Context: an optimization exercise on an open-source flow, tuned for small area. The choices shown serve that exercise and are no tape-out recipe. In this exercise RTL edits were held to simulation tests only and were not proved equivalent to the original. The clock input has no modelled driver; a real chip could not lean on it and would need a root buffer or a full tree. Power and IR drop assume default switching activity.

== build 26 ==
## TopEntity
module TopEntity
(
	input clk100khz,
	input rst,
	input mode_set_o,
	input inc_o,
	input dec_o,
	output wire [5: 0] scan,
	output wire [7: 0] dout
);
For scale: about 63 flip-flops.
export LEC_CHECK = 0
export CAP_MARGIN = 0
export CORE_MARGIN = 2
export CORE_UTILIZATION = 80
export PLACE_DENSITY = 0.92
export SLEW_MARGIN = 0
create_clock -name core_clock -period 10.0 [get_ports {clk100khz}]
standard.sh (not shown) runs the stock make flow with config.mk's settings and CLKGATE_MAP_FILE= SYNTH_SCRIPT=/design/flow/synth_recipe.tcl, a recipe that flattens the netlist after the stock synthesis.
==> flow/flow/run.sh <==
#!/bin/bash
# Own layout flow: the standard flow with these changes, made through
# ORFS's own variables and hooks:
#  - synthesis is the standard flow's synthesis script with an area-oriented ABC script
#    (flow/area.abc) and without Yosys's adder extraction (ADDER_MAP_FILE
#    empty), so ABC maps all the logic itself;
#  - input/output ports are buffered with sky130_fd_sc_hd__buf_1;
#  - the clock tree is built by flow/manual_cts.tcl (a few clock buffers,
#    each driving one cluster of flip-flops and sized for its load; the
#    cluster count with the least buffer area is kept) instead of TritonCTS.
# The tools' own logs are in orfs/logs/; make's output is in synth.log and
# standard.log here.
set -euo pipefail
here=$(pwd)
export FLOW_WORK="$here"
export MY_ABC_SCRIPT="$here/flow/area.abc"
export BUFFER_PORTS_ARGS="-buffer_cell sky130_fd_sc_hd__buf_1"
export PRE_CTS_TCL="$here/flow/manual_cts.tcl"
export MCTS_K=${MCTS_K:-"2 3 4"}
# each clock buffer is then downsized to the smallest of these that keeps its
# flip-flops' estimated clock slew within MCTS_SLEW ns
export MCTS_SIZES="sky130_fd_sc_hd__buf_4 sky130_fd_sc_hd__buf_6 sky130_fd_sc_hd__buf_8 sky130_fd_sc_hd__buf_12 sky130_fd_sc_hd__buf_16"
export MCTS_SLEW=0.100

# synthesis (same make call as standard.sh, with the synthesis script and
# adder mapping changed)
make -C "$FLOW_HOME" DESIGN_CONFIG="$here/config.mk" WORK_HOME="$here/orfs" \
  CLKGATE_MAP_FILE= ADDER_MAP_FILE= SYNTH_SCRIPT="$here/flow/synth_wrap.tcl" \
  synth > synth.log 2>&1
grep -q "area.abc" abc_script_used.txt

# the rest of the standard flow, from the synthesised netlist
bash standard.sh > standard.log 2>&1
==> flow/flow/area.abc <==
strash
balance
rewrite
refactor
balance
rewrite
rewrite -z
balance
refactor -z
rewrite -z
balance
balance
rewrite
refactor
balance
rewrite
rewrite -z
balance
refactor -z
rewrite -z
balance
&get -n
&deepsyn -J 500 -S 4 -T 300
&put
&get -n
&dch -f
&nf -p -R 1000 -F 8 -A 4
&put
strash
&get -n
&deepsyn -J 500 -S 4 -T 300
&put
&get -n
&dch -f
&nf -p -R 1000 -F 8 -A 4
&put
topo
dnsize
Other scripts of this flow, unchanged in this note and not shown: flow/flow/manual_cts.tcl, flow/flow/synth_wrap.tcl
diff inputs: build 26 => build 8
# build 26
export LEC_CHECK = 0
export CAP_MARGIN = 0
export CORE_MARGIN = 2
export CORE_UTILIZATION = 80
export PLACE_DENSITY = 0.92
export SLEW_MARGIN = 0
create_clock -name core_clock -period 10.0 [get_ports {clk100khz}]
# build 8
export LEC_CHECK = 0
export CAP_MARGIN = 20
export CORE_MARGIN = 2
export CORE_UTILIZATION = 80
export PLACE_DENSITY = 0.92
export SLEW_MARGIN = 20
create_clock -name core_clock -period 10.0 [get_ports {clk100khz}]
Findings:
Build 8 vs. build 26: synthesized cell count flat, area growth from synthesis to final layout shows no meaningful change, overall die area closely matched the old numbers, switching fraction of total power stayed essentially flat, utilization stayed essentially flat. Power came out exactly the same in build 8 and build 26. As far as total nets after synthesis is concerned, build 8 and build 26 perform about the same.
> inputs changed (build 8 -> build 52)
# build 8
export LEC_CHECK = 0
export CAP_MARGIN = 20
export CORE_MARGIN = 2
export CORE_UTILIZATION = 80
export PLACE_DENSITY = 0.92
export SLEW_MARGIN = 20
create_clock -name core_clock -period 10.0 [get_ports {clk100khz}]
# build 52
export LEC_CHECK = 0
export CAP_MARGIN = 20
export CORE_MARGIN = 2
export CORE_UTILIZATION = 80
export GPL_TIMING_DRIVEN = 0
export PLACE_DENSITY = 0.92
export SLEW_MARGIN = 20
create_clock -name core_clock -period 10.0 [get_ports {clk100khz}]
## What came out
| overall power of the completed layout | build 52 vs build 8 | about 1.3% lower |
a222oi_1 as the critical path's slowest cell was reported by build 52, and dfxtp_1 by build 8.
Routed wire in build 52 totals less than in build 8.
Build 52 ends up with a remaining max-slew budget at the tightest pin that is 6.9 points higher than in build 8.
diff inputs: build 52 => build 19
diff --git a/flow/flow/area.abc b/flow/flow/area.abc
--- a/flow/flow/area.abc
+++ b/flow/flow/area.abc
@@ -28,10 +28,2 @@
 &put
-strash
-&get -n
-&deepsyn -J 500 -S 4 -T 300
-&put
-&get -n
-&dch -f
-&nf -p -R 1000 -F 8 -A 4
-&put
 topo
## What came out
Build 19: full flow OK, the timing, design-rule and antenna checks passed. Going from build 52 to build 19, the share of the clock period used by the worst path after layout was found to have gone up by 0.22 points. Between build 52 and build 19, the worst setup slack is higher for build 52. Build 19 against build 52: total stage count of the critical path shows a reduction of 1; fraction of area in multi-input gates -0.82 points. Area after synthesis in build 19 is 26 um2 below build 52. Between build 52 and build 19, the difference in sequential share of layout area is negligible. Growth of design area from synthesis to finish: higher on build 19. Shortest period the worst path allows up 0.022 ns in build 19 wrt build 52.
In every run of this note, the design's own scripts or RTL, not TritonCTS, make the clock network.

[port drivers added, routing unchanged]
The flow's constraints put no driver on any port. The routed layouts listed below were extracted and timed again, unchanged, in two steps.
Step 1 sets driving cells, clkbuf_16 on the clock port and buf_2 on the other inputs (assumed; they add their load-dependent delay and slew).
Step 2 times the ports against the registers' clock, not the clock port: input delays grow and output delays shrink by t, the midpoint of the rising clock arrivals with the driver on.
Slacks: ideal / step 1 / step 2; pairs: ideal / step 1.
run | shift t [ns] | slack for setup (ns) | hold slack, ns | worst setup path after step 2 | worst register clock-pin slew, ns
build 26 | 0.187 | 5.647 / 5.586 / 5.773 | 0.385 / 0.385 / 0.385 | register to output | 0.10 / 0.10
build 8 | 0.187 | 5.647 / 5.586 / 5.773 | 0.385 / 0.385 / 0.385 | register to output | 0.10 / 0.10
build 52 | 0.186 | 5.559 / 5.496 / 5.682 | 0.374 / 0.374 / 0.374 | register to output | 0.10 / 0.10
build 19 | 0.188 | 5.536 / 5.478 / 5.666 | 0.388 / 0.388 / 0.388 | register to output | 0.11 / 0.11
After both steps every run listed still meets setup and hold.
